This is an optimization exercise on Yosys and OpenROAD, whose aim is a short achievable clock period and few clock cycles, not a production implementation. The RTL was checked by simulation tests, not by an equivalence proof against the original design. Power is estimated from default activity; no workload was simulated.

===== design/flow/config.mk =====
export PLATFORM = sky130hd
export DESIGN_NAME = processor
export DESIGN_NICKNAME = processor
export VERILOG_FILES = /design/flow/design.v
export SDC_FILE = /design/flow/constraint.sdc
export NUM_CORES = 4
export LEC_CHECK = 0
export CAP_MARGIN = 20
export CORE_MARGIN = 2
export CORE_UTILIZATION = 40
export SETUP_SLACK_MARGIN = 0.5
export SLEW_MARGIN = 20

===== design/flow/constraint.sdc =====
create_clock -name core_clock -period 11.0 [get_ports {clk}]
set_input_delay 2.2000 -clock core_clock [delete_from_list [all_inputs] [get_ports {clk}]]
set_output_delay 2.2000 -clock core_clock [all_outputs]
set_load 0.01 [all_outputs]

===== design/flow/flow/run.sh =====
#!/bin/bash
# Standard ORFS layout (the standard.sh, unchanged synthesis), with timing repair
# asked for a larger setup margin so that it keeps shortening the worst paths, and
# the port buffers made plain buffers (buf_4) rather than the smallest buffer-like cell.
set -euo pipefail
cd "$(dirname "$0")/.."
bash standard.sh SETUP_SLACK_MARGIN=7.5 TNS_END_PERCENT=20 \
  "BUFFER_PORTS_ARGS=-buffer_cell sky130_fd_sc_hd__buf_4" finish > standard_flow.log 2>&1

===== design/flow/design.v =====
module adder(a,b,out);
input [31:0]  a,b;
output [31:0] out;
assign out=a+b;
endmodule
module shift(shout,shin);
output [31:0] shout;
input [31:0] shin;
assign shout=shin<<2;
endmodule
module signext(in1,out1);
input [15:0] in1;
output [31:0] out1;
assign 	 out1 = {{ 16 {in1[15]}}, in1};
endmodule
module zeroext(in1,out1);
input [15:0] in1;
output [31:0] out1;
assign 	 out1 = {{ 16'b0}, in1};
endmodule
module mult2_to_1_32(out, i0,i1,s0);
output [31:0] out;
input [31:0]i0,i1;
input s0;
assign out = s0 ? i1:i0;
endmodule
module mult2_to_1_5(out, i0,i1,s0);
output [4:0] out;
input [4:0]i0,i1;
input s0;
assign out = s0 ? i1:i0;
endmodule
module mult4_to_1_32(out, i0, i1, i2, i3, s0, s1);
    output [31:0] out;
    input [31:0] i0, i1, i2, i3;
    input s0, s1;
    assign out = (s1 == 0 && s0 == 0) ? i0 :
                 (s1 == 0 && s0 == 1) ? i1 :
                 (s1 == 1 && s0 == 0) ? i2 :
                                        i3;
endmodule
module mult4_to_1_5(out, i0, i1, i2, i3, s0, s1);
    output [4:0] out;
    input [4:0] i0, i1, i2, i3;
    input s0, s1;
    assign out = (s1 == 0 && s0 == 0) ? i0 :
                 (s1 == 0 && s0 == 1) ? i1 :
                 (s1 == 1 && s0 == 0) ? i2 :
                                        i3;
endmodule
module control(in,func,regdest,alusrc,memtoreg,regwrite,memread,memwrite,branch,aluop1,aluop2,aluop3,brvControl,jmxorControl,jalpcControl,balnControl,blezalControl,noriControl);  
input [5:0] in; 
input [5:0] func; 
output regdest,alusrc,memtoreg,regwrite,memread,memwrite,branch,aluop1,aluop2,aluop3;
output brvControl,jmxorControl,jalpcControl,balnControl,blezalControl,noriControl;  
wire rformat,lw,sw,beq;
wire nori,blezal,jalpc,baln;
wire jmxor,brv;
assign rformat=~|in;
assign jmxor=(~|in) & (func[5] & (~func[4]) & (~func[3]) & (~func[2]) & (~func[1]) & (func[0]));  
assign brv=(~|in) & ((~func[5]) & (func[4]) & (~func[3]) & func[2] & (~func[1]) & (~func[0]));  
assign lw=in[5]& (~in[4])&(~in[3])&(~in[2])&in[1]&in[0];
assign sw=in[5]& (~in[4])&in[3]&(~in[2])&in[1]&in[0];
assign beq=~in[5]& (~in[4])&(~in[3])&in[2]&(~in[1])&(~in[0]);
assign nori=(~in[5]) & (~in[4]) & in[3] & in[2] & in[1] & in[0];  
assign blezal=in[5] & (~in[4]) & (~in[3]) & in[2] & (~in[1]) & (~in[0]);  
assign jalpc=(~in[5]) & in[4] & in[3] & in[2] & in[1] & in[0];  
assign baln=(~in[5]) & in[4] & in[3] & (~in[2]) & in[1] & in[0];  
assign regdest=rformat;
assign alusrc=lw|sw|nori;  
assign memtoreg=lw;
assign regwrite=rformat|lw|nori|blezal|jalpc|baln|jmxor;  
assign memread=lw;
assign memwrite=sw;
assign branch=beq;
assign aluop1=beq|nori;
assign aluop2=rformat|nori|brv|jmxor;  
assign aluop3=blezal;
assign noriControl=nori;
assign blezalControl=blezal; 
assign jalpcControl=jalpc;
assign balnControl=baln;
assign jmxorControl=jmxor;
assign brvControl=brv;
endmodule
module alucont(aluop2,aluop1,aluop0,f5,f4,f3,f2,f1,f0,gout); 
input aluop2,aluop1,aluop0,f5,f4,f3,f2,f1,f0;
output [3:0] gout;
reg [3:0] gout;
always @(aluop2 or aluop1 or aluop0 or f5 or f4 or f3 or f2 or f1 or f0)
begin
gout = 4'b0010;  
if(aluop2) gout = 4'b1111;
if(~aluop2 & ~aluop1 & ~aluop0)  gout=4'b0010;
if(~aluop2 & ~aluop1 & aluop0)gout=4'b0110;  
if(~aluop2 & aluop1 & aluop0)gout=4'b1010;  
if(~aluop2 & aluop1 & ~aluop0) 
begin
	if (f5&(~(f4|f3|f2|f1|f0)))gout=4'b0010; 	 
	if ((f5)&(~f4)&(~f3)&(~f2)&(f1)&(~f0))gout=4'b0110;		 
	if ((f5)&(~f4)&(~f3)&(f2)&(~f1)&(~f0))gout=4'b0000;		 
	if ((f5)&(~f4)&(~f3)&(f2)&(~f1)&(f0))gout=4'b0001;			 
	if ((f5)&(~f4)&(f3)&(~f2)&(f1)&(~f0))gout=4'b0111;			 
	if ((~f5)&(f4)&(~f3)&(f2)&(~f1)&(~f0))gout=4'b1000;   
	if ((f5)&(~f4)&(~f3)&(~f2)&(~f1)&(f0))gout=4'b1001;	 
end
end
endmodule
module alu32(sum,a,b,zout,gin, statusN,statusV,statusZ,nORv); 
output [31:0] sum;
output nORv;
input [31:0] a,b; 
input [3:0] gin; 
reg [31:0] sum;
reg [31:0] less;
output zout;
reg zout, nORv;
reg nORv_1;
output reg statusZ, statusN, statusV;
reg tempZ, tempN, tempV;
always @(a or b or gin)
begin
    tempZ = 0;
    tempN = 0;
    tempV = 0;
    nORv_1 = 0;
    less = 0;
    case(gin)
    4'b0010: begin
        sum=a+b;          
		if ((a[31]&b[31]&(~sum[31]) )| ((~a[31])&(~b[31])&(sum[31]))) tempV=1;
        end
    4'b0110: begin
        sum=a+1+(~b);     
		if ((a[31]&(~b[31])&(~sum[31])) | ((~a[31])&(b[31])&(sum[31]))) tempV=1;
        end
    4'b0111: begin 
        less=a+1+(~b);     
        if (less[31]) sum=1;
        else sum=0;
        end
    4'b1111: begin
        if (a[31] || a == 0) 
        begin
            sum = a;  
            nORv_1 = 1;
        end
        else sum = 1;
        end 
    4'b0000: sum=a & b;     
    4'b0001: sum=a|b;         
    4'b1010: sum=~(a | b);  
    4'b1001: sum=a^b;         
	4'b1000: sum=a;           
    default: sum=32'b0;
    endcase
    tempZ = (sum == 0) ? 1 : 0;
    tempN = sum[31];
zout=~(|sum);
nORv = nORv_1;
statusZ = tempZ;
statusN = tempN;
statusV = tempV;
end
endmodule
module processor(
input clk,
input rst,
output [31:0] imem_addr,
input  [31:0] imem_data,
output [31:0] dmem_addr,
output [31:0] dmem_wdata,
output dmem_we,
output dmem_re,
input  [31:0] dmem_rdata,
output ret_valid,
output [31:0] ret_pc,
output ret_we,
output [4:0] ret_waddr,
output [31:0] ret_wdata
);
reg [31:0] pc_f;
reg [31:0] pcoh_f;           
reg        v_d, hit_d, stall_q;
reg [31:0] ir_d, pc_d, pc4_d;
reg        v_e, hit_e;
reg [31:0] a_e, b_e, sd_e, pc_e, pc4_e, st_e, pnx_e;
reg        we_e, lw_e, sw_e, link_e;
reg [4:0]  wa_e;
reg        sub_e, s_ar_e, s_and_e, s_or_e, s_xor_e, s_nor_e, s_slt_e, s_pass_e;
reg        j_e, jx_e, brv_e, baln_e, blez_e, beq_e;
reg        v_m;
reg [31:0] res_m, pc_m;
reg        we_m, lw_m;
reg [4:0]  wa_m;
reg [31:0] wsel_m;           
reg [31:0] dmem_addr_q, dmem_wdata_q;
reg        dmem_we_q, dmem_re_q;
reg        ret_valid_q, ret_we_q;
reg [31:0] ret_pc_q, ret_wdata_q;
reg [4:0]  ret_waddr_q;
reg        flag_n, flag_v;
reg [31:0] rf [0:31];
reg        btb_v   [0:31];
reg [6:0]  btb_tag [0:31];
reg [31:0] btb_tgt [0:31];
reg        btb_abs [0:31];   
reg        bu_set, bu_clr;
reg [31:0] bu_oh;            
reg [4:0]  bu_idx;
reg [6:0]  bu_tag;
reg [31:0] bu_tgt;
reg        bu_abs;
assign imem_addr = pc_f;
wire [31:0] pc4_f  = pc_f + 32'd4;
reg        bv_f, babs_f;
reg [6:0]  btag_f;
reg [31:0] btgt_f;
integer j;
always @(*) begin
  bv_f = 1'b0; babs_f = 1'b0; btag_f = 7'd0; btgt_f = 32'd0;
  for (j = 0; j < 32; j = j + 1) begin
    bv_f   = bv_f   | (pcoh_f[j] & btb_v[j]);
    babs_f = babs_f | (pcoh_f[j] & btb_abs[j]);
    btag_f = btag_f | ({7{pcoh_f[j]}} & btb_tag[j]);
    btgt_f = btgt_f | ({32{pcoh_f[j]}} & btb_tgt[j]);
  end
end
wire        hit_f  = bv_f & (btag_f == {pc_f[11:7], pc_f[1:0]});
wire [31:0] pred_f = hit_f ? {babs_f ? btgt_f[31:12] : pc_f[31:12], btgt_f[11:0]} : pc4_f;
wire [5:0] op_d = ir_d[31:26];
wire [5:0] fn_d = ir_d[5:0];
wire [4:0] rs_d = ir_d[25:21];
wire [4:0] rt_d = ir_d[20:16];
wire [4:0] rd_d = ir_d[15:11];
wire rtype_d  = (op_d == 6'h00);
wire i_brv    = rtype_d & (fn_d == 6'h14);
wire i_jmxor  = rtype_d & (fn_d == 6'h21);
wire i_sub    = rtype_d & (fn_d == 6'h22);
wire i_and    = rtype_d & (fn_d == 6'h24);
wire i_or     = rtype_d & (fn_d == 6'h25);
wire i_slt    = rtype_d & (fn_d == 6'h2a);
wire i_lw     = (op_d == 6'h23);
wire i_sw     = (op_d == 6'h2b);
wire i_beq    = (op_d == 6'h04);
wire i_nori   = (op_d == 6'h0f);
wire i_blezal = (op_d == 6'h24);
wire i_jalpc  = (op_d == 6'h1f);
wire i_baln   = (op_d == 6'h1b);
wire need_b = ~(i_lw | i_nori | i_blezal | i_brv);
wire [31:0] sext_d = {{16{ir_d[15]}}, ir_d[15:0]};
wire [31:0] zext_d = {16'd0, ir_d[15:0]};
wire [31:0] bx_e  = b_e;
wire [31:0] sum_e = a_e + bx_e + {31'd0, sub_e};
wire [31:0] r_e =
      ({32{s_ar_e}}   & sum_e)
    | ({32{s_and_e}}  & (a_e & b_e))
    | ({32{s_or_e}}   & (a_e | b_e))
    | ({32{s_xor_e}}  & (a_e ^ b_e))
    | ({32{s_nor_e}}  & ~(a_e | b_e))
    | ({32{s_pass_e}} & a_e)
    | {31'd0, s_slt_e & sum_e[31]};
wire n_e = r_e[31];
wire v_e_flag = s_ar_e & (a_e[31] == bx_e[31]) & (sum_e[31] != a_e[31]);
wire [31:0] res_e = link_e ? pc4_e : r_e;
wire blez_c = a_e[31] | (a_e == 32'd0);
wire take_e = j_e | (baln_e & flag_n) | (brv_e & flag_v) | (blez_e & blez_c) | (beq_e & ((a_e ^ b_e) == 32'hffffffff));
wire [31:0] dyn_e = brv_e ? a_e : (a_e ^ b_e);      
wire [31:0] tgt_e = jx_e ? dyn_e : st_e;
wire tgt_ok = jx_e ? (dyn_e == pnx_e) : (st_e == pnx_e);
wire mis_e  = v_e & (take_e ? ~tgt_ok : (pc4_e != pnx_e));
wire [31:0] next_e = take_e ? tgt_e : pc4_e;
wire hit_e_a = v_e & we_e & (wa_e == rs_d);
wire hit_m_a = v_m & we_m & (wa_m == rs_d);
wire hit_e_b = v_e & we_e & (wa_e == rt_d);
wire hit_m_b = v_m & we_m & (wa_m == rt_d);
wire [31:0] rf_a = rf[rs_d];
wire [31:0] rf_b = rf[rt_d];
wire [31:0] m_val = lw_m ? dmem_rdata : res_m;
wire [31:0] a_old = hit_m_a ? m_val : rf_a;
wire [31:0] b_old = hit_m_b ? m_val : rf_b;
wire [31:0] a_pre = (hit_e_a & link_e) ? pc4_e : a_old;
wire [31:0] b_pre = (hit_e_b & link_e) ? pc4_e : b_old;
wire        a_alu = hit_e_a & ~link_e;
wire        b_alu = hit_e_b & ~link_e;
wire        use_imm = i_lw | i_sw | i_nori;
wire [31:0] imm_d   = i_nori ? zext_d : sext_d;
wire [31:0] a_fwd = a_alu ? r_e : a_pre;
wire [31:0] b_fwd = b_alu ? r_e : b_pre;
wire        sub_d  = i_sub | i_slt | i_beq;
wire [31:0] bi_fwd = (b_alu & ~use_imm) ? (r_e ^ {32{sub_d}}) : ((use_imm ? imm_d : b_pre) ^ {32{sub_d}});
wire [5:0] op_f = imem_data[31:26];
wire [5:0] fn_f = imem_data[5:0];
wire [4:0] rs_f = imem_data[25:21];
wire [4:0] rt_f = imem_data[20:16];
wire need_b_f = ~((op_f == 6'h23) | (op_f == 6'h0f) | (op_f == 6'h24) |
                  ((op_f == 6'h00) & (fn_f == 6'h14)));
wire haz_f = (i_lw & ((rt_d == rs_f) | (need_b_f & (rt_d == rt_f)))) |
             (i_blezal & ((rs_f == 5'd25) | (need_b_f & (rt_f == 5'd25))));
wire stall = v_d & stall_q;
wire go_d     = v_d & ~stall & ~mis_e;
wire [31:0] bta_d  = pc4_d + {sext_d[29:0], 2'b00};
wire [31:0] jta_d  = {pc4_d[31:28], ir_d[25:0], 2'b00};
wire [31:0] st_d   = i_baln ? jta_d : bta_d;
wire redir_d = v_d & ~stall & i_jalpc & ~hit_d;
wire [31:0] pc_n = rst ? 32'd0 : mis_e ? next_e : stall ? pc_d : redir_d ? bta_d : pred_f;
integer k;
reg [31:0] oh_tgt, oh_pc4, oh_bta, oh_pcd, oh_pred, oh_n;
always @(*) begin
  for (k = 0; k < 32; k = k + 1) begin
    oh_tgt[k]  = (tgt_e[6:2] == k);
    oh_pc4[k]  = (pc4_e[6:2] == k);
    oh_bta[k]  = (bta_d[6:2] == k);
    oh_pcd[k]  = (pc_d[6:2] == k);
    oh_pred[k] = hit_f ? (btgt_f[6:2] == k) : pcoh_f[(k + 31) % 32];    
  end
  oh_n = rst ? 32'd1 : mis_e ? (take_e ? oh_tgt : oh_pc4) : stall ? oh_pcd : redir_d ? oh_bta : oh_pred;
end
integer i;
always @(posedge clk) begin
  pc_f <= pc_n;
  pcoh_f <= oh_n;
  v_d <= ~(rst | mis_e | redir_d | stall);
  stall_q <= ~rst & v_d & ~stall & haz_f;
  hit_d <= hit_f;
  ir_d  <= imem_data;
  pc_d  <= pc_f;
  pc4_d <= pc4_f;
  v_e <= go_d & ~rst;
  begin
    a_e     <= a_fwd;
    b_e     <= bi_fwd;
    sd_e    <= b_fwd;
    pc_e    <= pc_d;
    pc4_e   <= pc4_d;
    st_e    <= st_d;
    pnx_e   <= redir_d ? bta_d : pc_f;
    hit_e   <= hit_d;
    we_e    <= rtype_d | i_lw | i_nori | i_jalpc | i_baln;
    wa_e    <= i_blezal ? 5'd25 : (i_jmxor | i_baln) ? 5'd31 : rtype_d ? rd_d : rt_d;
    lw_e    <= i_lw;
    sw_e    <= i_sw;
    link_e  <= i_jmxor | i_blezal | i_jalpc | i_baln;
    sub_e   <= sub_d;
    s_ar_e  <= ~(i_and | i_or | i_slt | i_brv | i_jmxor | i_nori | i_blezal);
    s_and_e  <= i_and;
    s_or_e   <= i_or;
    s_xor_e  <= i_jmxor;
    s_nor_e  <= i_nori;
    s_slt_e  <= i_slt;
    s_pass_e <= i_brv | i_blezal;
    j_e     <= i_jalpc | i_jmxor;
    jx_e    <= i_jmxor | i_brv;
    brv_e   <= i_brv;
    baln_e  <= i_baln;
    blez_e  <= i_blezal;
    beq_e   <= i_beq;
  end
  bu_set <= v_e & take_e & ~rst;
  for (i = 0; i < 32; i = i + 1) bu_oh[i] <= v_e & take_e & ~rst & (pc_e[6:2] == i);
  bu_clr <= v_e & ~take_e & hit_e & ~rst;
  bu_idx <= pc_e[6:2];
  bu_tag <= {pc_e[11:7], pc_e[1:0]};
  bu_tgt <= tgt_e;
  bu_abs <= (tgt_e[31:12] != pc_e[31:12]);
  for (i = 0; i < 32; i = i + 1)
    if (bu_oh[i]) begin
      btb_tag[i] <= bu_tag;
      btb_tgt[i] <= bu_tgt;
      btb_abs[i] <= bu_abs;
    end
  v_m   <= v_e & ~rst;
  dmem_we_q <= v_e & sw_e & ~rst;
  dmem_re_q <= v_e & lw_e & ~rst;
  dmem_addr_q  <= sum_e;
  dmem_wdata_q <= sd_e;
  res_m <= res_e;
  pc_m  <= pc_e;
  we_m  <= we_e | (blez_e & blez_c);
  wa_m  <= wa_e;
  lw_m  <= lw_e;
  for (i = 0; i < 32; i = i + 1)
    wsel_m[i] <= v_e & ~rst & (we_e | (blez_e & blez_c)) & (wa_e == i);
  if (v_e) begin
    flag_n <= n_e;
    flag_v <= v_e_flag;
  end
  ret_valid_q <= v_m & ~rst;
  ret_pc_q    <= pc_m;
  ret_we_q    <= we_m;
  ret_waddr_q <= wa_m;
  ret_wdata_q <= m_val;
  for (i = 0; i < 32; i = i + 1)
    if (wsel_m[i]) rf[i] <= m_val;
end
always @(posedge clk)
  if (rst) begin
    for (i = 0; i < 32; i = i + 1) btb_v[i] <= 1'b0;
  end else begin
    for (i = 0; i < 32; i = i + 1)
      if (bu_oh[i]) btb_v[i] <= 1'b1;
      else if (bu_clr & (bu_idx == i)) btb_v[i] <= 1'b0;
  end
assign dmem_addr  = dmem_addr_q;
assign dmem_wdata = dmem_wdata_q;
assign dmem_we    = dmem_we_q;
assign dmem_re    = dmem_re_q;
assign ret_valid = ret_valid_q;
assign ret_pc    = ret_pc_q;
assign ret_we    = ret_we_q;
assign ret_waddr = ret_waddr_q;
assign ret_wdata = ret_wdata_q;
endmodule

===== design/flow/standard.sh =====
#!/bin/bash
# synth_recipe.tcl (not shown) runs the flow's synth.tcl, then flattens the netlist and writes it again
# the make line also repeats each setting of config.mk as NAME=value (left out here)
make -C /OpenROAD-flow-scripts/flow DESIGN_CONFIG=/design/flow/config.mk WORK_HOME=/design/flow/orfs CLKGATE_MAP_FILE= SYNTH_SCRIPT=/design/flow/synth_recipe.tcl "${@:-finish}"

==> Flow_metrics.wiki, run 1 <==
{| class="wikitable"
! Metric !! Value
|-
| Status || finished clean
|-
| Number of top-level design ports || 235
|-
| Average wire per standard cell || 42.5 microns
|-
| Area delta synth->final || 19.4%
|-
| Post-route DRC violation count || 0
|-
| Startpoint of the tightest hold check path || sd_e[22]
|-
| Tightest slew margin relative to the limit || 16.3%
|-
| Most area-hungry cell type in the Yosys netlist || sky130_fd_sc_hd__edfxtp_1
|-
| Class of the tightest hold or removal check || flop to flop
|-
| Required arrival time at the worst endpoint || 11.82 ns
|-
| Via/cell ratio || 7.03
|-
| DP Worst Slack || 5.68 ns
|-
| Leading cell types by count after synthesis || sky130_fd_sc_hd__edfxtp_1, sky130_fd_sc_hd__a22oi_1, sky130_fd_sc_hd__dfxtp_1
|-
| Initial standard-cell utilization of the core || 40.3%
|-
| Type of destination of the critical path || flop
|-
| Largest incremental delay on the critical path || 0.46 ns
|-
| Global-route wire length before repair || 744 mm
|-
| Final worst clock skew || 0.0893 ns
|-
| Number of global-route vias before repair || 86.5k
|-
| Seq/Total Area, Yosys || 70.3%
|-
| Mapped Avg Cell Area || 14.0 sq um
|-
| Number of nets in the synthesized netlist || 8718
|-
| Maximum number of pins on one net before global-route repair || 70
|-
| Number of buffers added on ports || 234
|-
| Power per standard cell area || 202 mW/mm^2
|-
| Final setup violation count || 0
|-
| DRT iter0 DRCs || 20.2k
|-
| Clock buffer count from CTS || 322
|-
| Achievable frequency || 0.259 GHz
|-
| Startpoint of the lowest-slack register-to-register path || ir_d[16]
|-
| Final Slew Violations || 0
|-
| Number of vias in the routed layout || 93.5k
|-
| CORE AREA || 0.298 sq mm
|-
| Number of buffers on the longest clock path || 4
|-
| Pint || 20.9 mW
|-
| Post-synthesis cell type count || 91
|-
| Clock slew seen by the registers of the worst setup and hold paths || 0.06 ns
|-
| Final setup TNS || 0 ns
|-
| Peak supply drop || 0.000145 V
|-
| RSZ-0062 raised after global routing || yes
|-
| Critical path launch point type || flop
|-
| Number of flops mapped to enable cells by yosys || 2306
|-
| Arrival time at the worst endpoint || 4.68 ns
|-
| Die Span X || 551 microns
|-
| Die height || 551 microns
|-
| CTS tree || done
|-
| GP Congestion || 0.999
|-
| Nets@finish || 9217
|-
| First element of the critical path || ir_d[16]
|-
| Type of the worst setup path || flop to flop
|-
| Leak Pwr || 49.2 nW
|-
| H-tree Lvls || 5
|-
| Post-route fraction of the period consumed by the critical path || 35.1%
|-
| Total number of placement rows || 200
|-
| Fillers || 25.5k
|-
| Critical Path, Cell by Cell || buf_12 > nand3b_1 > buf_4 > buf_4 > nor2_4 > buf_6 > a22oi_1 > nand2_1 > nor3_1 > a21oi_2 > mux2i_1 > o21ai_1 > mux2i_1 > xnor2_1
|-
| Number of hold-slack violations in the final timing report || 0
|-
| First-pass DRT Iterations || 13
|-
| Clock latency of the later-clocked register in the worst-skew pair || 0.99 ns
|-
| Storage element area || 0.0847 sq mm
|-
| DRT Wirelength || 565 mm
|-
| Max Fanout on Critical Path || 21
|-
| Minimum period implied by the final worst setup slack || 3.86 ns
|-
| Most used DFF post-synth || sky130_fd_sc_hd__edfxtp_1
|-
| Slew of the pin with the lowest slew margin || 1.25 ns
|-
| Share of cells above drive strength 1 || 19.9%
|-
| Quantity of hold-fixing buffers added after cts || 0
|-
| Library cell contributing the largest single delay on the critical path || sky130_fd_sc_hd__buf_6
|-
| Cell with the most instances after synthesis || sky130_fd_sc_hd__edfxtp_1
|-
| Full die area || 0.304 sq mm
|-
| Largest cells by area after synthesis || sky130_fd_sc_hd__edfxtp_1, sky130_fd_sc_hd__dfxtp_1, sky130_fd_sc_hd__a22oi_1
|-
| Instance count of the mapped netlist || 8555
|-
| HPWL after DPL || 321 mm
|-
| Count of nets left with antenna violations after detail routing || 0
|-
| Count of warnings emitted by yosys || 6
|-
| Final worst slack || 7.14 ns
|-
| Net Sw Frac || 27.7%
|-
| Number of register bits inferred by synthesis || 3053
|-
| Initial antenna violation count || 55
|-
| Sequential share of power || 48.1%
|-
| Total routing resource utilization after global routing || 35.7%
|-
| Total standard cell area after synthesis || 0.120 sq mm
|-
| Share of the synthesized area in the top cell type || 57.8%
|-
| Combined area of the multi-input logic cells || 0.0355 sq mm
|-
| Gate power share || 13.4%
|-
| Clock Power Share || 38.5%
|-
| Net switching power || 8.00 mW
|-
| Remaining global-route overflow || 0
|-
| # Max-Cap Violations || 0
|-
| Clock sinks || 3053
|-
| Regs by FF count || btb_tgt: 1024 flops, rf: 1024 flops, btb_tag: 224 flops
|-
| Fraction of registers with async set or reset after synthesis || 0%
|-
| Clk root buf || sky130_fd_sc_hd__clkbuf_16
|}
## area by class of cell
class | instances | share of cell area (%)
Clock inverter | 172 | 1.34
Inverter | 159 | 0.436
Timing Repair inverter | 2 | 0.0350
Clock buffer | 419 | 6.09
Antenna cell | 36 | 0.0629
Timing Repair Buffer | 709 | 4.65
Sequential cell | 3053 | 59.2
Tap cell | 3939 | 3.44
Multi-Input combinational cell | 4807 | 24.8
## worst max-delay path, delay by kind of cell (launching register included)
family / cells / cell delay (ns)
xor+xnor: 1 / 0.15
mux: 2 / 0.48
compound gates: 3 / 0.94
flops: 1 / 0.35
simple gates: 4 / 0.72
buf+inv: 4 / 0.98
## metal layers
| metal | vias to the layer above | track usage [%] | routed length (microns) |
|---|---|---|---|
| li1 | 35181 | - | - |
| met5 | - | 0 | 231 |
| met2 | 9660 | 50.4 | 229000 |
| met3 | 2429 | 13.5 | 92300 |
| met1 | 46195 | 46.2 | 198000 |
| met4 | 30 | 22.2 | 45500 |
## placed cells by master, fill, tap and decap left out, types with 46 or more instances in the layout
cell,instances
sky130_fd_sc_hd__a21o_1,63
sky130_fd_sc_hd__a21oi_1,290
sky130_fd_sc_hd__a221oi_1,274
sky130_fd_sc_hd__a22o_1,267
sky130_fd_sc_hd__a22oi_1,1053
sky130_fd_sc_hd__and3_1,137
sky130_fd_sc_hd__buf_4,540
sky130_fd_sc_hd__buf_6,89
sky130_fd_sc_hd__clkbuf_1,67
sky130_fd_sc_hd__clkbuf_16,333
sky130_fd_sc_hd__clkinv_2,63
sky130_fd_sc_hd__dfxtp_1,537
sky130_fd_sc_hd__dfxtp_2,128
sky130_fd_sc_hd__dfxtp_4,82
sky130_fd_sc_hd__edfxtp_1,2306
sky130_fd_sc_hd__ha_1,62
sky130_fd_sc_hd__inv_1,153
sky130_fd_sc_hd__mux2_2,61
sky130_fd_sc_hd__mux2i_1,100
sky130_fd_sc_hd__nand2_1,446
sky130_fd_sc_hd__nand2b_1,46
sky130_fd_sc_hd__nand3_1,205
sky130_fd_sc_hd__nand4_1,243
sky130_fd_sc_hd__nor2_1,266
sky130_fd_sc_hd__nor2_4,54
sky130_fd_sc_hd__nor3_1,76
sky130_fd_sc_hd__nor4_1,54
sky130_fd_sc_hd__o21ai_0,143
sky130_fd_sc_hd__xnor2_1,135
sky130_fd_sc_hd__xor2_1,101
## cells by family after synthesis
kind of cell	after synthesis	synth area share (%)
DFF	3053	70.3
AOI/OAI and AO/OA	2509	15.5
and+or+nand+nor	1751	7.33
buffers and inverters	700	2.32
xor gates and xnor gates	252	1.84
muxes	193	1.68
adders and majority gates	97	1.03
## final timing paths
kind / to / slack [ns] / cells past startpoint
hold / removal: dmem_wdata_q[22] / 0.33 / 0
setup / recovery: b_e[2] / 7.14 / 14
setup reg to reg: b_e[2] / 7.14 / 14
hold reg to reg: dmem_wdata_q[22] / 0.33 / 0
## power by group through the flow
stage / combinational (mW) / sequential [mW] / clock [mW]
detailed placement: 3.32 / 14.1 / 0
global placement: 3.29 / 14.1 / 0
global route: 3.96 / 13.9 / 11.5
floorplan: 1.54 / 14.0 / 0
finish: 3.86 / 13.9 / 11.1
CTS: 3.56 / 13.9 / 11.1
## through the flow
| step | power, mW | util, % | hold WS [ns] | cells | instance area (sq um) |
|---|---|---|---|---|---|
| global route | 29.4 | 48.1 | 0.326 | 13264 | 143000 |
| detailed placement | 17.4 | 42.7 | 0.312 | 12454 | 127000 |
| global placement | 17.4 | 42.7 | 0.312 | 12452 | 127000 |
| floorplan | 15.5 | - | 0.310 | 8555 | 120000 |
| finish | 28.9 | 48.1 | 0.325 | 13296 | 143000 |
| CTS | 28.5 | 47.3 | 0.319 | 13151 | 141000 |
## timing repair
| action | 4_1_cts | 5_1_grt |
|---|---|---|
| setup endpoints to repair | 406 | 341 |
| pin swaps | 54 | 49 |
| setup buffers | 96 | 95 |
| resized for setup | 527 | 273 |
| gates cloned | 10 | 12 |
Testbench counts, summed over its fixed seeds: cycles 136,030.
==> run 2: changes to the inputs <==
--- a/design/flow/design.v
+++ b/design/flow/design.v
@@ -210,23 +210,21 @@
 reg [4:0]  bu_idx;
 reg [6:0]  bu_tag;
 reg [31:0] bu_tgt;
-reg        bu_abs;
+reg [19:0] bu_pch;           
 assign imem_addr = pc_f;
 wire [31:0] pc4_f  = pc_f + 32'd4;
 reg        bv_f, babs_f;
-reg [6:0]  btag_f;
 reg [31:0] btgt_f;
 integer j;
 always @(*) begin
-  bv_f = 1'b0; babs_f = 1'b0; btag_f = 7'd0; btgt_f = 32'd0;
+  bv_f = 1'b0; babs_f = 1'b0; btgt_f = 32'd0;
   for (j = 0; j < 32; j = j + 1) begin
-    bv_f   = bv_f   | (pcoh_f[j] & btb_v[j]);
+    bv_f   = bv_f   | (pcoh_f[j] & btb_v[j] & (btb_tag[j] == {pc_f[11:7], pc_f[1:0]}));
     babs_f = babs_f | (pcoh_f[j] & btb_abs[j]);
-    btag_f = btag_f | ({7{pcoh_f[j]}} & btb_tag[j]);
     btgt_f = btgt_f | ({32{pcoh_f[j]}} & btb_tgt[j]);
   end
 end
-wire        hit_f  = bv_f & (btag_f == {pc_f[11:7], pc_f[1:0]});
+wire        hit_f  = bv_f;    
 wire [31:0] pred_f = hit_f ? {babs_f ? btgt_f[31:12] : pc_f[31:12], btgt_f[11:0]} : pc4_f;
 wire [5:0] op_d = ir_d[31:26];
 wire [5:0] fn_d = ir_d[5:0];
@@ -362,12 +360,12 @@
   bu_idx <= pc_e[6:2];
   bu_tag <= {pc_e[11:7], pc_e[1:0]};
   bu_tgt <= tgt_e;
-  bu_abs <= (tgt_e[31:12] != pc_e[31:12]);
+  bu_pch <= pc_e[31:12];
   for (i = 0; i < 32; i = i + 1)
     if (bu_oh[i]) begin
       btb_tag[i] <= bu_tag;
       btb_tgt[i] <= bu_tgt;
-      btb_abs[i] <= bu_abs;
+      btb_abs[i] <= (bu_tgt[31:12] != bu_pch);
     end
   v_m   <= v_e & ~rst;
   dmem_we_q <= v_e & sw_e & ~rst;
==> Flow_metrics.wiki, run 2 <==
{| class="wikitable"
! Metric !! Value
|-
| DP Worst Slack || 5.68 ns (+0.00227 ns)
|-
| Number of buffers added on ports || 234 (unchanged)
|-
| Commonest non-fill, non-tap cells in the layout || sky130_fd_sc_hd__edfxtp_1, sky130_fd_sc_hd__a22oi_1, sky130_fd_sc_hd__buf_4
|-
| Peak supply drop || 0.000139 V (-4.6%)
|-
| XOR/XNOR share of the synthesized area || 3.49% (+1.6 points)
|-
| Nets@finish || 9368 (+1.6%)
|-
| Post-route fraction of the period consumed by the critical path || 34.9% (-0.20 points)
|-
| HPWL after DPL || 327 mm (+1.9%)
|-
| Die height || 554 microns (+0.40%)
|-
| Fillers || 25.9k (+1.7%)
|-
| GP Congestion || 1.01 (+1.2%)
|-
| Area delta synth->final || 19.4% (about the same)
|-
| First-pass DRT Iterations || 20 (+7)
|-
| Type of destination of the critical path || flop
|-
| Remaining global-route overflow || 0 (unchanged)
|-
| Type of the worst setup path || input port to flop
|-
| Number of global-route vias before repair || 87.2k (+0.87%)
|-
| Full die area || 0.306 sq mm (+0.79%)
|-
| Initial antenna violation count || 47 (-15%)
|-
| Via/cell ratio || 6.97 (-0.83%)
|-
| Required arrival time at the worst endpoint || 11.78 ns (-0.04 ns)
|-
| Leak Pwr || 49.4 nW (+0.36%)
|-
| H-tree Lvls || 5 (unchanged)
|-
| Total routing resource utilization after global routing || 36.0% (+0.30 points)
|-
| Total number of placement rows || 201 (+0.50%)
|-
| Initial standard-cell utilization of the core || 40.2% (-0.049 points)
|-
| Number of nets in the synthesized netlist || 8833 (+1.3%)
|-
| RSZ-0062 raised after global routing || yes
|-
| Synthesized-area fraction occupied by ao, oa, aoi and oai cells || 14.5% (-1.1 points)
|-
| Total standard cell area after synthesis || 0.121 sq mm (+0.80%)
|-
| Count of warnings emitted by yosys || 6 (unchanged)
|-
| Arrival time at the worst endpoint || 4.62 ns (-0.06 ns)
|-
| Leading cell types by count after synthesis || sky130_fd_sc_hd__edfxtp_1, sky130_fd_sc_hd__a22oi_1, sky130_fd_sc_hd__dfxtp_1
|-
| Critical path launch point type || input port
|-
| Adder and majority cell fraction of the synthesized area || 1.02% (-0.0082 points)
|-
| Instance count of the mapped netlist || 8670 (+1.3%)
|-
| Count of nets left with antenna violations after detail routing || 0 (unchanged)
|-
| Die Span X || 554 microns (+0.40%)
|-
| DRT iter0 DRCs || 18.7k (-7.5%)
|-
| Mapped Avg Cell Area || 13.9 sq um (-0.54%)
|-
| Regs by FF count || btb_tgt: 1024 flops, rf: 1024 flops, btb_tag: 224 flops
|-
| Share of cells above drive strength 1 || 19.9% (about the same)
|-
| Post-synthesis cell type count || 86 (-5.5%)
|-
| Simple-gate share of the synthesized area || 7.09% (-0.25 points)
|-
| CTS tree || done
|-
| Number of hold-slack violations in the final timing report || 0 (unchanged)
|-
| Quantity of hold-fixing buffers added after cts || 0 (unchanged)
|-
| Cell count of the worst hold path || 0 (unchanged)
|-
| Number of register bits inferred by synthesis || 3052 (-0.033%)
|-
| Final setup violation count || 0 (unchanged)
|-
| CORE AREA || 0.300 sq mm (+0.92%)
|-
| Average wire per standard cell || 42.5 microns (about the same)
|-
| Power per standard cell area || 203 mW/mm^2 (+0.51%)
|-
| Final setup TNS || 0 ns (unchanged)
|-
| Status || finished clean
|-
| Fraction of registers with async set or reset after synthesis || 0% (unchanged)
|-
| Final worst clock skew || 0.0792 ns (-0.0101 ns)
|-
| Total design power || 29.3 mW (+1.3%)
|-
| Most area-hungry cell type in the Yosys netlist || sky130_fd_sc_hd__edfxtp_1
|-
| Storage element area || 0.0846 sq mm (about the same)
|-
| Share of the synthesized area in the top cell type || 57.3% (-0.46 points)
|-
| Number of buffers on the longest clock path || 4 (unchanged)
|-
| Slack of the worst reg-to-reg path || 7.20 ns (+0.06 ns)
|-
| Number of top-level design ports || 235 (unchanged)
|-
| Most frequent standard cell in the layout excluding fill and tap cells || sky130_fd_sc_hd__edfxtp_1
|-
| Final worst slack || 7.16 ns (+0.0222 ns)
|-
| Slew of the pin with the lowest slew margin || 1.22 ns (-0.0339 ns)
|-
| Final Slew Violations || 0 (unchanged)
|-
| Max Fanout on Critical Path || 42 (+100%)
|-
| Seq/Total Area, Yosys || 69.7% (-0.57 points)
|-
| Class of the tightest hold or removal check || flop to flop
|-
| Number of vias in the routed layout || 93.9k (+0.39%)
|-
| Tightest slew margin relative to the limit || 18.6% (+2.3 points)
|-
| Post-route DRC violation count || 0 (unchanged)
|-
| Achievable frequency || 0.261 GHz (+0.58%)
|-
| Maximum number of pins on one net before global-route repair || 72 (+2.9%)
|-
| Worst R2R Path Depth || 12 (-2)
|-
| Clk root buf || sky130_fd_sc_hd__clkbuf_16
|-
| Clock latency of the later-clocked register in the worst-skew pair || 0.99 ns (about the same)
|-
| # Max-Cap Violations || 0 (unchanged)
|-
| Clock slew seen by the registers of the worst setup and hold paths || 0.06 ns (about the same)
|-
| Global-route wire length before repair || 759 mm (+2.0%)
|-
| DRT Wirelength || 572 mm (+1.3%)
|-
| Combined area of the multi-input logic cells || 0.0365 sq mm (+2.8%)
|-
| Largest cells by area after synthesis || sky130_fd_sc_hd__edfxtp_1, sky130_fd_sc_hd__dfxtp_1, sky130_fd_sc_hd__a22oi_1
|-
| Minimum period implied by the final worst setup slack || 3.84 ns (-0.0222 ns)
|-
| Main combinational cell family by area after synthesis || compound AO/OA/AOI/OAI gates
|-
| Clock buffer count from CTS || 324 (+0.62%)
|-
| Utilization of the core after routing || 48.1% (-0.050 points)
|-
| Clock sinks || 3052 (-0.033%)
|-
| Number of flops mapped to enable cells by yosys || 2306 (unchanged)
|-
| Multiplexer fraction of the synthesized cell area || 1.93% (+0.25 points)
|-
| Most used DFF post-synth || sky130_fd_sc_hd__edfxtp_1
|-
| Cell with the most instances after synthesis || sky130_fd_sc_hd__edfxtp_1
|}
[run 2: cell types whose count changed in the layout (fill, tap and decap cells not counted), sizes merged, moves of 21 or more]
cell,change
a2111oi,-25
a22oi,-127
and2,-21
and3,-67
buf,+55
mux2i,+25
nand3,-33
nand4,+32
nor2,+22
nor4,+31
o21bai,-26
o22ai,+22
xnor2,+178
xor2,+51
[run 2: area by class of cell]
| cell class | instances | area share (%) |
|---|---|---|
| Timing Repair Buffer | 764 | 4.94 |
| Sequential cell | 3052 | 58.6 |
| Multi-Input combinational cell | 4915 | 25.3 |
| Clock inverter | 160 | 1.09 |
| Tap cell | 3958 | 3.43 |
| Inverter | 148 | 0.408 |
| Clock buffer | 428 | 6.18 |
| Antenna cell | 34 | 0.0590 |
[run 2: logic make-up (layout without fill, tap and decap cells)]
logic type	count (synthesis)	in the layout
buffers and inverters	707	1500
multiplexers	224	224
AO/OA/AOI/OAI	2382	2385
adder cells (fa/ha/maj)	97	97
other	0	34
XOR/XNOR	481	481
AND/OR/NAND/NOR	1727	1728
flip-flops	3052	3052
[run 2: path summary, 6_finish.rpt]
| kind | startpoint | end |
|---|---|---|
| max | rst | wsel_m[21] |
| min | pc_e[28] | bu_pch[16] |
| max reg2reg | ir_d[20] | b_e[2] |
| min reg2reg | pc_e[28] | bu_pch[16] |
[run 2: what timing repair did]
action	4_1_cts	5_1_grt
setup buffers	118	106
resized for setup	448	244
gates cloned	23	3
pin swaps	71	46
endpoints found under the setup margin	402	383
[run 2: worst max-delay path: stages]
cell,delay (ns)
sky130_fd_sc_hd__buf_4,0.47
sky130_fd_sc_hd__clkinvlp_4,0.65
sky130_fd_sc_hd__nand2_1,0.46
sky130_fd_sc_hd__inv_1,0.24
sky130_fd_sc_hd__and3_1,0.29
sky130_fd_sc_hd__nand3b_1,0.18
sky130_fd_sc_hd__nor2_1,0.06
[run 2: report_power, final]
group	total [mW]	internal (mW)	switching, mW
Combinational	4.34	1.29	3.06
Sequential	13.9	13.4	0.470
Clock	11.0	6.24	4.76
[run 2: routing by layer]
layer / global-route usage, % / vias up / share of wire, %
li1: - / 35390 / -
met1: 45.5 / 46578 / 35
met2: 51.5 / 9245 / 41
met3: 12.5 / 2608 / 15
met4: 25.6 / 36 / 9.2
met5: 0.141 / - / 0.072
[run 2: metrics by stage]
step | hold WS [ns] | std cells | cell area [sq um]
2_1_floorplan | 0.310 | 8670 | 121000
3_3_place_gp | 0.310 | 12587 | 128000
3_5_place_dp | 0.312 | 12587 | 128000
4_1_cts | 0.322 | 13316 | 142000
5_1_grt | 0.324 | 13441 | 144000
6_report | 0.318 | 13459 | 144000
Testbench counts of run 2, summed over its fixed seeds: cycles 136,030.
==> run 3: changes to the inputs <==
--- a/design/flow/design.v
+++ b/design/flow/design.v
@@ -182,6 +182,7 @@
 reg [31:0] pc_f;
 reg [31:0] pcoh_f;           
 reg        v_d, hit_d, stall_q;
+reg [31:0] rs_oh_d, rt_oh_d;    
 reg [31:0] ir_d, pc_d, pc4_d;
 reg        v_e, hit_e;
 reg [31:0] a_e, b_e, sd_e, pc_e, pc4_e, st_e, pnx_e;
@@ -272,8 +273,16 @@
 wire hit_m_a = v_m & we_m & (wa_m == rs_d);
 wire hit_e_b = v_e & we_e & (wa_e == rt_d);
 wire hit_m_b = v_m & we_m & (wa_m == rt_d);
-wire [31:0] rf_a = rf[rs_d];
-wire [31:0] rf_b = rf[rt_d];
+reg [31:0] rf_a, rf_b;
+integer q;
+always @(*) begin
+  rf_a = 32'd0;
+  rf_b = 32'd0;
+  for (q = 0; q < 32; q = q + 1) begin
+    rf_a = rf_a | ({32{rs_oh_d[q]}} & rf[q]);
+    rf_b = rf_b | ({32{rt_oh_d[q]}} & rf[q]);
+  end
+end
 wire [31:0] m_val = lw_m ? dmem_rdata : res_m;
 wire [31:0] a_old = hit_m_a ? m_val : rf_a;
 wire [31:0] b_old = hit_m_b ? m_val : rf_b;
@@ -322,6 +331,10 @@
   stall_q <= ~rst & v_d & ~stall & haz_f;
   hit_d <= hit_f;
   ir_d  <= imem_data;
+  for (i = 0; i < 32; i = i + 1) begin
+    rs_oh_d[i] <= (imem_data[25:21] == i);
+    rt_oh_d[i] <= (imem_data[20:16] == i);
+  end
   pc_d  <= pc_f;
   pc4_d <= pc4_f;
   v_e <= go_d & ~rst;
==> Flow_metrics.wiki, run 3 <==
{| class="wikitable"
! Metric !! Value
|-
| Critical Path, Cell by Cell || buf_4
|-
| Average wire per standard cell || 42.2 microns (-0.85%)
|-
| Instance count of the mapped netlist || 8639 (-0.36%)
|-
| Startpoint of the lowest-slack register-to-register path || wa_m[2]
|-
| Final setup TNS || 0 ns (unchanged)
|-
| Type of destination of the critical path || primary output
|-
| Worst R2R Path Depth || 11 (-1)
|-
| Number of flops mapped to enable cells by yosys || 2306 (unchanged)
|-
| Clock sinks || 3116 (+2.1%)
|-
| Share of the synthesized area in the top cell type || 57.0% (-0.37 points)
|-
| Most used DFF post-synth || sky130_fd_sc_hd__edfxtp_1
|-
| Initial antenna violation count || 46 (-2.1%)
|-
| Post-synthesis cell type count || 80 (-7.0%)
|-
| WHS Endpoint || dmem_wdata_q[4]
|-
| Post-route DRC violation count || 0 (unchanged)
|-
| Utilization of the core after routing || 47.5% (-0.60 points)
|-
| Power per standard cell area || 207 mW/mm^2 (+2.1%)
|-
| Slack of the worst reg-to-reg path || 7.24 ns (+0.04 ns)
|-
| Class of the tightest hold or removal check || flop to flop
|-
| Number of register bits inferred by synthesis || 3116 (+2.1%)
|-
| Global-route wire length before repair || 742 mm (-2.2%)
|-
| Peak supply drop || 0.000146 V (+5.4%)
|-
| Mapped Avg Cell Area || 14.1 sq um (+1.0%)
|-
| GP Congestion || 0.959 (-5.2%)
|-
| Final Slew Violations || 0 (unchanged)
|-
| Clock slew seen by the registers of the worst setup and hold paths || 0.06 ns (about the same)
|-
| Number of non-filler instances in the completed layout || 13.3k (-0.90%)
|-
| Dominant delay contributor by cell family on the critical path || flip-flops
|-
| Leak Pwr || 48.1 nW (-2.6%)
|-
| Via/cell ratio || 6.95 (-0.35%)
|-
| Arrival time at the worst endpoint || 1.57 ns (-3.05 ns)
|-
| Required arrival time at the worst endpoint || 8.80 ns (-2.98 ns)
|-
| Nets@finish || 9224 (-1.5%)
|-
| Achievable frequency || 0.265 GHz (+1.8%)
|-
| Minimum period implied by the final worst setup slack || 3.77 ns (-0.0687 ns)
|-
| Number of nets in the synthesized netlist || 8802 (-0.35%)
|-
| DRT Wirelength || 562 mm (-1.7%)
|-
| HPWL after DPL || 321 mm (-1.7%)
|-
| Tightest slew margin relative to the limit || 3.71% (-15 points)
|-
| Most frequent standard cell in the layout excluding fill and tap cells || sky130_fd_sc_hd__edfxtp_1
|-
| Number of top-level design ports || 235 (unchanged)
|-
| Type of the worst setup path || flop to primary output
|-
| RSZ-0062 raised after global routing || yes
|-
| Leading cell types by count after synthesis || sky130_fd_sc_hd__edfxtp_1, sky130_fd_sc_hd__a22oi_1, sky130_fd_sc_hd__dfxtp_1
|-
| Commonest non-fill, non-tap cells in the layout || sky130_fd_sc_hd__edfxtp_1, sky130_fd_sc_hd__a22oi_1, sky130_fd_sc_hd__dfxtp_1
|-
| Die Span X || 555 microns (+0.32%)
|-
| Largest cells by area after synthesis || sky130_fd_sc_hd__edfxtp_1, sky130_fd_sc_hd__dfxtp_1, sky130_fd_sc_hd__a22oi_1
|-
| Largest incremental delay on the critical path || 0.47 ns (-0.18 ns)
|-
| First-pass DRT Iterations || 13 (-35%)
|-
| Final worst clock skew || 0.0452 ns (-0.0340 ns)
|-
| Total standard cell area after synthesis || 0.122 sq mm (+0.65%)
|-
| Clock latency of the later-clocked register in the worst-skew pair || 0.95 ns (-0.04 ns)
|-
| Number of vias in the routed layout || 92.7k (-1.2%)
|-
| Count of nets left with antenna violations after detail routing || 0 (unchanged)
|-
| CTS tree || done
|-
| Post-route fraction of the period consumed by the critical path || 34.3% (-0.62 points)
|-
| CORE AREA || 0.303 sq mm (+0.75%)
|-
| Count of warnings emitted by yosys || 6 (unchanged)
|-
| Seq/Total Area, Yosys || 70.3% (+0.61 points)
|-
| Share of cells above drive strength 1 || 18.7% (-1.2 points)
|-
| Cell count along the critical path || 1 (-6)
|-
| R2R Path End || b_e[21]
|-
| Max Fanout on Critical Path || 7 (-83%)
|-
| Cell count of the worst hold path || 0 (unchanged)
|-
| Final setup violation count || 0 (unchanged)
|-
| Number of buffers added on ports || 234 (unchanged)
|-
| Status || finished clean
|-
| Number of buffer and inverter stages on the critical path || 1 (-2)
|-
| # Max-Cap Violations || 0 (unchanged)
|-
| Total number of placement rows || 202 (+0.50%)
|-
| Full die area || 0.308 sq mm (+0.64%)
|-
| Area delta synth->final || 18.1%
|-
| H-tree Lvls || 5 (unchanged)
|-
| Number of buffers on the longest clock path || 4 (unchanged)
|-
| Number of placed cells counting well taps || 12.6k (-0.079%)
|-
| Clock buffer count from CTS || 328 (+1.2%)
|-
| Die height || 555 microns (+0.32%)
|-
| Most area-hungry cell type in the Yosys netlist || sky130_fd_sc_hd__edfxtp_1
|-
| Maximum number of pins on one net before global-route repair || 73 (+1.4%)
|-
| Number of global-route vias before repair || 85.9k (-1.6%)
|-
| Library cell contributing the largest single delay on the critical path || sky130_fd_sc_hd__dfxtp_4
|-
| Initial standard-cell utilization of the core || 40.2% (-0.041 points)
|-
| Remaining global-route overflow || 0 (unchanged)
|-
| DRT iter0 DRCs || 18.1k (-2.9%)
|-
| Critical path launch point type || flop
|-
| Cell with the most instances after synthesis || sky130_fd_sc_hd__edfxtp_1
|-
| Slew of the pin with the lowest slew margin || 1.43 ns (+0.210 ns)
|-
| Number of hold-slack violations in the final timing report || 0 (unchanged)
|-
| Clk root buf || sky130_fd_sc_hd__clkbuf_16
|-
| Regs by FF count || btb_tgt: 1024 flops, rf: 1024 flops, btb_tag: 224 flops
|-
| Startpoint of the tightest hold check path || sd_e[4]
|-
| Fraction of registers with async set or reset after synthesis || 0% (unchanged)
|-
| Total routing resource utilization after global routing || 35.0% (-1.0 points)
|}
run 3: cell count changes after synthesis, sizes merged, moves of 35 or more:
cell / previous run / this run
a22oi: 933 / 1069
nand2: 471 / 305
and3: 71 / 22
nand4: 275 / 323
nor4b: 0 / 35
dfxtp: 746 / 810
nor2: 350 / 431
a21oi: 338 / 292
run 3: timing repair:
action	4_1_cts	5_1_grt
buffers inserted	45	61
pin swaps	21	72
endpoints found under the setup margin	337	315
hold buffers	0	0
resized for setup	272	272
cloned	16	10
endpoints found under the hold margin	0	0
run 3: per-stage QoR:
| step | cell area [sq um] | worst slack (ns) | power, mW | hold slack [ns] |
|---|---|---|---|---|
| after CTS | 142000 | 7.21 | 29.4 | 0.312 |
| after global routing | 144000 | 7.23 | 30.3 | 0.325 |
| after global placement | 129000 | 5.63 | 18.0 | 0.311 |
| after floorplan | 122000 | 7.52 | 15.9 | 0.310 |
| final | 144000 | 7.23 | 29.7 | 0.312 |
| after detailed placement | 129000 | 5.61 | 18.0 | 0.312 |
run 3: kinds of logic (layout without fill, tap and decap cells):
| family | count (synthesis) | count (layout) | synth area share (%) |
|---|---|---|---|
| compound gates | 2361 | 2362 | 14.2 |
| xor+xnor | 470 | 470 | 3.39 |
| fa+ha+maj | 97 | 97 | 1.02 |
| buf+inv | 714 | 1400 | 2.36 |
| flops | 3116 | 3116 | 70.3 |
| mux | 203 | 203 | 1.73 |
| other cells | 0 | 30 | 0 |
| simple gates | 1678 | 1682 | 6.98 |
run 3: where the power goes:
part	leakage [nW]	total, mW	internal (mW)	switching [mW]
sequential	27.5	14.1	13.7	0.446
clock	5.35	11.4	6.59	4.86
combinational	15.3	4.18	1.19	2.98
total	48.1	29.7	21.4	8.29
run 3: layout make-up:
cell class / instances / area (sq um)
timing repair inverter: 1 / 11.3
inverter: 157 / 616
sequential: 3116 / 85900
timing repair buffer: 643 / 5760
clock buffer: 441 / 9060
clock inverter: 158 / 1930
tap: 3978 / 4980
fill: 25912 / 159000
multi-input combinational: 4814 / 35200
antenna: 30 / 75.1
run 3: worst max-delay path by stage:
stage / end / slack (ns) / start
after floorplan: b_e[16] / 7.52 / dmem_rdata[16]
after CTS: a_e[31] / 7.21 / a_e[22]
after global routing: pc_f[21] / 7.23 / brv_e
after detailed placement: pc_f[21] / 5.61 / brv_e
final: imem_addr[29] / 7.23 / pc_f[29]
after global placement: pc_f[21] / 5.63 / brv_e
run 3: per-layer routing:
metal  up-vias  global-route usage [%]  wire length, microns
met1     46204                    43.8                192000
met3      2368                    11.3                 83200
met5         -                   0.125                   239
met4        24                    23.2                 48000
met2      8998                    51.8                239000
li1      35094                       -                     -
Testbench counts of run 3, summed over its fixed seeds: cycles 136,030.
==> run 4: changes to the inputs <==
--- a/design/flow/flow/run.sh
+++ b/design/flow/flow/run.sh
@@ -4,5 +4,5 @@
 # the port buffers made plain buffers (buf_4) rather than the smallest buffer-like cell.
 set -euo pipefail
 cd "$(dirname "$0")/.."
-bash standard.sh SETUP_SLACK_MARGIN=7.5 TNS_END_PERCENT=20 \
+bash standard.sh SETUP_SLACK_MARGIN=7.5 TNS_END_PERCENT=100 \
   "BUFFER_PORTS_ARGS=-buffer_cell sky130_fd_sc_hd__buf_4" finish > standard_flow.log 2>&1
==> Flow_metrics.wiki, run 4 <==
{| class="wikitable"
! Metric !! Value
|-
| Global-route wire length before repair || 745 mm (+0.35%)
|-
| Share of the synthesized area in the top cell type || 57.0% (unchanged)
|-
| Nets@finish || 9259 (+0.38%)
|-
| Power per standard cell area || 207 mW/mm^2 (-0.27%)
|-
| Area post-placement || 0.129 sq mm (unchanged)
|-
| Total routing resource utilization after global routing || 35.1% (+0.12 points)
|-
| Critical path launch point type || flop
|-
| Number of flops mapped to enable cells by yosys || 2306 (unchanged)
|-
| Mapped Avg Cell Area || 14.1 sq um (unchanged)
|-
| Post-synthesis cell type count || 80 (unchanged)
|-
| Busiest grt layer || met2
|-
| Global Route met1 Usage || 44.0% (+0.27 points)
|-
| Quantity of hold-fixing buffers added after cts || 0 (unchanged)
|-
| Class of the tightest hold or removal check || flop to flop
|-
| Count of nets left with antenna violations after detail routing || 0 (unchanged)
|-
| Initial antenna violation count || 41 (-11%)
|-
| Number of register bits inferred by synthesis || 3116 (unchanged)
|-
| Max Fanout on Critical Path || 2 (-5)
|-
| Slew of the pin with the lowest slew margin || 1.34 ns (-0.0904 ns)
|-
| Instance count of the mapped netlist || 8639 (unchanged)
|-
| Arrival time at the worst endpoint || 1.55 ns (-0.02 ns)
|-
| Met2 global-route usage || 51.9% (+0.054 points)
|-
| Leak Pwr || 48.5 nW (+0.92%)
|-
| Total number of placement rows || 202 (unchanged)
|-
| Number of global-route vias before repair || 86.1k (+0.32%)
|-
| Most frequent standard cell in the layout excluding fill and tap cells || sky130_fd_sc_hd__edfxtp_1
|-
| Fraction of registers with async set or reset after synthesis || 0% (unchanged)
|-
| Clk root buf || sky130_fd_sc_hd__clkbuf_16
|-
| Largest cells by area after synthesis || sky130_fd_sc_hd__edfxtp_1, sky130_fd_sc_hd__dfxtp_1, sky130_fd_sc_hd__a22oi_1
|-
| Clock buffer count from CTS || 328 (unchanged)
|-
| Final setup TNS || 0 ns (unchanged)
|-
| Post-route DRC violation count || 0 (unchanged)
|-
| Commonest non-fill, non-tap cells in the layout || sky130_fd_sc_hd__edfxtp_1, sky130_fd_sc_hd__a22oi_1, sky130_fd_sc_hd__dfxtp_1
|-
| Number of nets in the synthesized netlist || 8802 (unchanged)
|-
| Tightest slew margin relative to the limit || 9.79% (+6.1 points)
|-
| Clock sinks || 3116 (unchanged)
|-
| H-tree Lvls || 5 (unchanged)
|-
| Met3 Track Usage GR || 11.2% (-0.10 points)
|-
| Final worst slack || 7.25 ns (+0.0211 ns)
|-
| Post-route fraction of the period consumed by the critical path || 34.1% (-0.19 points)
|-
| Die height || 555 microns (unchanged)
|-
| Most area-hungry cell type in the Yosys netlist || sky130_fd_sc_hd__edfxtp_1
|-
| Clock latency of the later-clocked register in the worst-skew pair || 0.95 ns (about the same)
|-
| Remaining global-route overflow || 0 (unchanged)
|-
| Status || finished clean
|-
| Number of hold-slack violations in the final timing report || 0 (unchanged)
|-
| Number of buffers added on ports || 234 (unchanged)
|-
| Clock slew seen by the registers of the worst setup and hold paths || 0.06 ns (about the same)
|-
| Number of top-level design ports || 235 (unchanged)
|-
| DRT Wirelength || 564 mm (+0.25%)
|-
| Total standard cell area after synthesis || 0.122 sq mm (unchanged)
|-
| Final setup violation count || 0 (unchanged)
|-
| CTS tree || done
|-
| Regs by FF count || btb_tgt: 1024 flops, rf: 1024 flops, btb_tag: 224 flops
|-
| Number of buffers on the longest clock path || 4 (unchanged)
|-
| Post-layout instance area || 0.145 sq mm (+1.0%)
|-
| Most used DFF post-synth || sky130_fd_sc_hd__edfxtp_1
|-
| Number of placed cells counting well taps || 12.6k (unchanged)
|-
| HPWL after DPL || 321 mm (unchanged)
|-
| RSZ-0062 raised after global routing || yes
|-
| Count of warnings emitted by yosys || 6 (unchanged)
|-
| Peak supply drop || 0.000142 V (-2.6%)
|-
| # Max-Cap Violations || 0 (unchanged)
|-
| Achievable frequency || 0.267 GHz (+0.56%)
|-
| Required arrival time at the worst endpoint || 8.80 ns (about the same)
|-
| Seq/Total Area, Yosys || 70.3% (unchanged)
|-
| Type of the worst setup path || flop to primary output
|-
| CORE AREA || 0.303 sq mm (unchanged)
|-
| First-pass DRT Iterations || 15 (+2)
|-
| Maximum number of pins on one net before global-route repair || 73 (unchanged)
|-
| Area delta synth->final || 19.3%
|-
| Average wire per standard cell || 42.1 microns (about the same)
|-
| Via/cell ratio || 6.96 (about the same)
|-
| GP Congestion || 0.959 (unchanged)
|-
| DP Worst Slack || 5.61 ns (unchanged)
|-
| DRT iter0 DRCs || 17.9k (-1.2%)
|-
| Share of cells above drive strength 1 || 20.8% (+2.1 points)
|-
| Initial standard-cell utilization of the core || 40.2% (unchanged)
|-
| Type of destination of the critical path || primary output
|-
| Utilization of the core after routing || 47.9% (+0.48 points)
|-
| Final Slew Violations || 0 (unchanged)
|-
| Number of vias in the routed layout || 93.0k (+0.39%)
|-
| Leading cell types by count after synthesis || sky130_fd_sc_hd__edfxtp_1, sky130_fd_sc_hd__a22oi_1, sky130_fd_sc_hd__dfxtp_1
|-
| Full die area || 0.308 sq mm (unchanged)
|-
| Final worst clock skew || 0.0505 ns (+0.00526 ns)
|-
| Minimum period implied by the final worst setup slack || 3.75 ns (-0.0211 ns)
|-
| Die Span X || 555 microns (unchanged)
|-
| Number of non-filler instances in the completed layout || 13.4k (+0.30%)
|-
| Cell with the most instances after synthesis || sky130_fd_sc_hd__edfxtp_1
|}
-- run 4: report_power, final --
group	switching, mW	internal (mW)
clock	4.87	6.59
combinational	3.01	1.32
sequential	0.470	13.7
-- run 4: through the flow --
step                total power [mW]  hold WS [ns]
floorplan                       15.9         0.310
global placement                18.0         0.311
detailed placement              18.0         0.312
CTS                             29.6         0.310
global route                    30.5         0.322
finish                          30.0         0.311
-- run 4: critical path: stages (launching register included) --
cell and delay (ns):
sky130_fd_sc_hd__dfxtp_4 0.36, sky130_fd_sc_hd__buf_12 0.13, sky130_fd_sc_hd__buf_6 0.11
-- run 4: per-layer routing --
metal | share of wire, % | vias to the layer above
met5 | 0.045 | -
met4 | 8.7 | 26
met3 | 14 | 2438
met2 | 42 | 9146
met1 | 34 | 46264
li1 | - | 35174
-- run 4: layout make-up --
type / instances / area (sq um)
diodes: 35 / 87.6
clock buffers: 441 / 9060
clock inverters: 158 / 1930
fillers: 25796 / 158000
inverters: 157 / 616
multi-input cells: 4814 / 35500
flip-flops and latches: 3116 / 86100
well taps: 3978 / 4980
repair buffers: 678 / 6740
repair inverters: 1 / 11.3
-- run 4: cell families after synthesis --
logic type,count (synthesis),share of synthesized area [%]
muxes,203,1.73
and+or+nand+nor,1678,6.98
xor gates and xnor gates,470,3.39
DFF,3116,70.3
AOI/OAI and AO/OA,2361,14.2
buffers and inverters,714,2.36
adders and majority gates,97,1.02
-- run 4: timing repair --
action	4_1_cts	5_1_grt
pin swaps	30	83
cloned	16	13
setup buffers	84	54
endpoints found under the setup margin	337	296
resized for setup	622	316
hold endpoints to repair	0	0
-- run 4: worst paths after layout --
kind / slack [ns] / end / cells past startpoint / startpoint
setup / recovery: 7.25 / imem_addr[9] / 2 / pc_f[9]
hold / removal: 0.31 / dmem_wdata_q[4] / 0 / sd_e[4]
setup reg to reg: 7.32 / b_e[16] / 11 / rt_oh_d[21]
hold reg to reg: 0.31 / dmem_wdata_q[4] / 0 / sd_e[4]

-- afterwards: timing with drivers on the ports --
The results above use ideal ports. As a check the final layouts listed here were re-extracted and re-timed, cells and wires unchanged.
Step 1 (the two cells are an assumption about what drives the block):
set clk [get_ports {clk}]
set_driving_cell -lib_cell sky130_fd_sc_hd__clkbuf_16 $clk
set_driving_cell -lib_cell sky130_fd_sc_hd__buf_2 [delete_from_list [all_inputs] $clk]
Step 2, shift: input delay + t, output delay - t, t = (earliest + latest rising clock arrival at the registers) / 2. This alone moves slack from input paths to output paths.
a / b / c = ideal / step 1 / step 2; a / b = the first two.
run | t (ns) | slack for setup (ns) | worst hold slack (ns)
run 1 | 1.052 | 7.141 / 7.124 / 6.565 | 0.325 / 0.325 / 0.325
run 2 | 1.065 | 7.164 / 7.090 / 6.186 | 0.318 / 0.318 / 0.318
run 3 | 1.046 | 7.232 / 7.108 / 6.326 | 0.312 / 0.312 / 0.312
run 4 | 1.046 | 7.253 / 7.132 / 6.570 | 0.311 / 0.311 / 0.311
After both steps every run listed still meets setup and hold. For run 2, which loses most, drivers alone change the setup slack by -0.074 ns; drivers and shift together by -0.978 ns.
